Background: an optimization exercise with open tools, aiming at small area. Do not read the settings as production practice. In this exercise RTL edits were held to simulation tests only and were not proved equivalent to the original. No driver is modelled on the clock port, so clock power and skew are understated where the tree is cut down; a real chip needs a root buffer or a tree. Power figures rest on the tool's default switching activity, not on a simulated workload.

## dino_game
module dino_game
	(
		input        clk,
		input        resetn,
		input        go,
		input        jump,
		output [7:0] x,
		output [6:0] y,
		output [2:0] colour,
		output       plot
	);
Size: roughly 180 cells after synthesis, ~1300 um2 of cells after synthesis.
==> module dino_game, before the edit <==
module dino_game
	(
		input        clk,
		input        resetn,
		input        go,
		input        jump,
		output [7:0] x,
		output [6:0] y,
		output [2:0] colour,
		output       plot
	);
	localparam S_START = 3'b001,
	           S_WAIT  = 3'b011,    
	           S_JUMP  = 3'b000,    
	           S_CHG   = 3'b010,    
	           S_DS    = 3'b111,    
	           S_DC    = 3'b101,    
	           S_DRAW  = 3'b100,
	           S_ERASE = 3'b110;
	reg [2:0]  state;
	reg        is_jump;
	reg [4:0]  L;         
	reg [11:0] U;         
	reg [5:0]  yb;        
	reg        dir;       
	wire drawing = (state == S_DS) | (state == S_DC) | (state == S_DRAW);
	wire finish  = ((U & 12'd3805) == 12'd1620);
	always @(posedge clk) begin
		if (!resetn)
			state <= S_START;
		else case (state)
			S_START: state <= go ? S_START : S_WAIT;
			S_WAIT:  state <= go ? S_DS : S_WAIT;
			S_DS:    state <= S_DRAW;
			S_DC:    state <= S_DRAW;
			S_DRAW:  state <= finish ? S_JUMP : S_DRAW;
			S_JUMP:  state <= is_jump ? S_ERASE : S_JUMP;
			S_ERASE: state <= (&L) ? S_CHG : S_ERASE;
			default: state <= S_DC;
		endcase
	end
	always @(posedge clk) begin
		if (!resetn)
			is_jump <= 1'b0;
		else if (!jump)
			is_jump <= 1'b1;
	end
	always @(posedge clk) begin
		if (!resetn)
			L <= 5'd0;
		else if (state[2])
			L <= L + 1'b1;
	end
	always @(posedge clk) begin
		if (!drawing || finish)
			U <= 12'd0;
		else if (&L)
			U <= {U[10:0], ~(U[11] ^ U[10])};
	end
	reg [4:0] px;
	reg [3:0] dy;
	always @(*) begin
		case (L)
			5'd0:  begin px = 16; dy = 3;  end
			5'd1:  begin px = 15; dy = 6;  end
			5'd2:  begin px = 14; dy = 6;  end
			5'd3:  begin px = 13; dy = 6;  end
			5'd4:  begin px = 16; dy = 6;  end
			5'd5:  begin px = 17; dy = 6;  end
			5'd6:  begin px = 15; dy = 7;  end
			5'd7:  begin px = 15; dy = 8;  end
			5'd8:  begin px = 15; dy = 5;  end
			5'd9:  begin px = 15; dy = 4;  end
			5'd10: begin px = 14; dy = 9;  end
			5'd11: begin px = 16; dy = 9;  end
			5'd12: begin px = 17; dy = 10; end
			5'd13: begin px = 13; dy = 10; end
			5'd14: begin px = 18; dy = 11; end
			5'd15: begin px = 12; dy = 11; end
			default: begin
				px = 5'd13 + L[3:2];
				dy = {2'b00, L[1:0]};
			end
		endcase
	end
	reg [5:0] A;
	always @(*) begin
		if (state == S_CHG)
			A = dir ? 6'd1 : 6'd63;
		else if (state == S_DC)
			A = dir ? 6'd53 : 6'd55;
		else if (state == S_DS)
			A = 6'd21;
		else
			A = 6'd51 + {2'b00, dy};
	end
	wire [6:0] row = {1'b0, yb} + {1'b0, A};
	always @(posedge clk) begin
		if (!resetn) begin
			yb  <= 6'd43;
			dir <= 1'b0;
		end else begin
			if (state == S_CHG)
				yb <= row[5:0];
			if (yb[0] & yb[4] & yb[5])         
				dir <= 1'b0;
			else if (!yb[2] & !yb[3] & !yb[4] & !yb[5])         
				dir <= 1'b1;
		end
	end
	wire blank = (state == S_DS);
	assign x = {3'b000, px[4] & !blank, px[3:0]};
	assign y = {row[6] & !blank, row[5:0]};
	assign colour = {3{(state == S_DRAW) | ((state == S_ERASE) & (L == 5'd1))}};
	assign plot = state[2];
endmodule
export LEC_CHECK = 0
export ABC_AREA = 1
export CAP_MARGIN = 20
export CORE_MARGIN = 2
export CORE_UTILIZATION = 40
export SLEW_MARGIN = 20
create_clock -name core_clock -period 10.0 [get_ports {clk}]
standard.sh (not shown) runs the stock make flow with config.mk's settings and CLKGATE_MAP_FILE= SYNTH_SCRIPT=/design/flow/synth_recipe.tcl, a recipe that flattens the netlist after the stock synthesis.
==> flow/flow/run.sh <==
#!/bin/bash
# Own layout flow:
#  1. the standard synthesis (standard.sh synth), unchanged;
#  2. the combinational logic between the registers is re-mapped by ABC for
#     area by 40 ABC scripts (five pre-passes, eight &deepsyn seeds);
#     registers keep their cells and names.
#     Each candidate is proved equivalent to the standard netlist (registers
#     paired by name) and the smallest is kept;
#  3. the standard ORFS layout from floorplan on, with buf_1 port buffers and
#     the clock tree made by clock_tree.tcl: three clkbuf_4 fed by the clock
#     port, each driving a third of the flip-flops; and one tie cell for
#     the three constant outputs (ties.tcl).
set -euo pipefail
W=$PWD
F=$W/flow
R=$W/orfs/results/$FLOW_PLATFORM/dino_game/base
LIB=$FLOW_HOME/platforms/$FLOW_PLATFORM/lib/sky130_fd_sc_hd__tt_025C_1v80.lib
YOSYS=$FLOW_HOME/../tools/install/yosys/bin/yosys
[ -x "$YOSYS" ] || YOSYS=yosys

# 1. standard synthesis
bash standard.sh synth > $W/log_synth.log 2>&1
cp $R/1_2_yosys.v $W/std.v

# 2. re-map
python3 $F/cutff.py $W/std.v $W/std_cut.v
# candidate ABC scripts: a pre-pass (none, dc2, &syn2, &syn3, &dc2) then
# &deepsyn from a seed (stopping after 100 steps without improvement), then
# area mapping
pre_pass() {
  case $1 in
    none) ;;
    dc2) echo 'dc2' ;;
    syn2) printf '&get -n\n&syn2\n&put\n' ;;
    syn3) printf '&get -n\n&syn3\n&put\n' ;;
    gdc2) printf '&get -n\n&dc2\n&put\n' ;;
  esac
}
run_cand() {
  local p=$1 s=$2 c=$1_$2
  { echo strash; pre_pass $p; printf '&get -n\n&deepsyn -J 100 -T 100 -S %s\n&put\ndch -f\namap\ntopo\n' $s; } > $W/cand_$c.abc
  sed -e "s#@LIB@#$LIB#g" -e "s#@IN@#$W/std.v#g" -e "s#@OUT@#$W/cand_$c.v#g" \
      -e "s#@ABC@#$W/cand_$c.abc#g" $F/reopt.ys > $W/cand_$c.ys
  $YOSYS -s $W/cand_$c.ys > $W/log_cand_$c.log 2>&1 || return 0
  # equivalence with the standard netlist, registers cut and paired by name
  python3 $F/cutff.py $W/cand_$c.v $W/cand_${c}_cut.v
  cat > $W/eq_$c.ys <<EOS
read_liberty -ignore_miss_func $LIB
read_verilog $W/std_cut.v
rename dino_game gold
read_verilog $W/cand_${c}_cut.v
rename dino_game gate
hierarchy -check
flatten
opt_clean
miter -equiv -flatten gold gate miter
hierarchy -top miter
sat -verify -prove trigger 0 miter
EOS
  if $YOSYS -s $W/eq_$c.ys > $W/log_eq_$c.log 2>&1; then
    grep -m1 "Chip area" $W/log_cand_$c.log | awk -v c=$c '{print $NF, c}' >> $W/reopt_areas.txt
  fi
}
: > $W/reopt_areas.txt
n=0
for p in none dc2 syn2 syn3 gdc2; do
  for s in 1 2 3 4 5 6 7 8; do
    run_cand $p $s &
    n=$((n + 1))
    if [ $((n % NUM_CORES)) -eq 0 ]; then wait; fi
  done
done
wait
if [ -s $W/reopt_areas.txt ]; then
  c=$(sort -n $W/reopt_areas.txt | head -1 | awk '{print $2}')
  echo "using candidate $c: $(sort -n $W/reopt_areas.txt | head -1)" > $W/reopt_choice.txt
  cp $W/cand_$c.v $R/1_2_yosys.v
  rm -f $R/1_synth.odb $R/1_synth.sdc
else
  echo "no re-mapped netlist passed; standard netlist kept" > $W/reopt_choice.txt
fi

# 3. layout
export BUFFER_PORTS_ARGS="-buffer_cell sky130_fd_sc_hd__buf_1"
export PRE_CTS_TCL=$F/clock_tree.tcl
export POST_FLOORPLAN_TCL=$F/ties.tcl
bash standard.sh > $W/log_layout.log 2>&1
Other scripts of this flow, unchanged in this note and not shown: flow/flow/clock_tree.tcl, flow/flow/cutff.py, flow/flow/reopt.ys, flow/flow/ties.tcl
==> next run, changes <==
--- a/flow/design.v
+++ b/flow/design.v
@@ -7,18 +7,18 @@
 		output [7:0] x,
 		output [6:0] y,
 		output [2:0] colour,
 		output       plot
 	);
-	localparam S_START = 3'b001,
-	           S_WAIT  = 3'b011,    
-	           S_JUMP  = 3'b000,    
-	           S_CHG   = 3'b010,    
-	           S_DS    = 3'b111,    
+	localparam S_START = 3'b000,
+	           S_WAIT  = 3'b001,    
+	           S_JUMP  = 3'b010,    
+	           S_CHG   = 3'b011,    
+	           S_DS    = 3'b100,    
 	           S_DC    = 3'b101,    
-	           S_DRAW  = 3'b100,
-	           S_ERASE = 3'b110;
+	           S_DRAW  = 3'b110,
+	           S_ERASE = 3'b111;
 	reg [2:0]  state;
 	reg        is_jump;
 	reg [4:0]  L;         
 	reg [11:0] U;         
 	reg [5:0]  yb;        
What happened: Cell area is about the same; flip-flop and latch count is unchanged; setup slack is worse by 0.30 ns; clock skew drops by 0.017 ns; sequential power drops by about 10%; combinational power drops by 65%; wire length climbs by 6.4%; global-route usage climbs by 1.7 points; power drops by 41%; via count drops by 0.61%; maximum frequency drops by 5.5%; die area is about the same.
No run of this note takes its clock network from TritonCTS; it comes from the design's own scripts or RTL.

[static timing again, ports no longer ideal]
How much do the figures lean on ideal ports? The routed layouts below were timed once more, with nothing changed but the port constraints. Step 1 (the two cells are an assumption about what drives the block):
set clk [get_ports {clk}]
set_driving_cell -lib_cell sky130_fd_sc_hd__clkbuf_16 $clk
set_driving_cell -lib_cell sky130_fd_sc_hd__buf_2 [delete_from_list [all_inputs] $clk]
Step 2 moves the port delays by t, midway between the first and last clock arrival at a register: inputs arrive t later, outputs are due t later. That takes back most of the time a late clock gives input paths. Three values: ideal ports, drivers, drivers and shift; two values: the first two.
run	t, ns	setup slack, ns	worst hold slack (ns)	worst register clock-pin slew, ns	cell pins on the clock port's net
the first run	0.198	4.914 / 4.879 / 5.077	0.448 / 0.448 / 0.448	0.12 / 0.12	3
the second run	0.191	4.618 / 4.582 / 4.772	0.457 / 0.457 / 0.457	0.09 / 0.09	3
After both steps setup and hold are still met in every run listed.
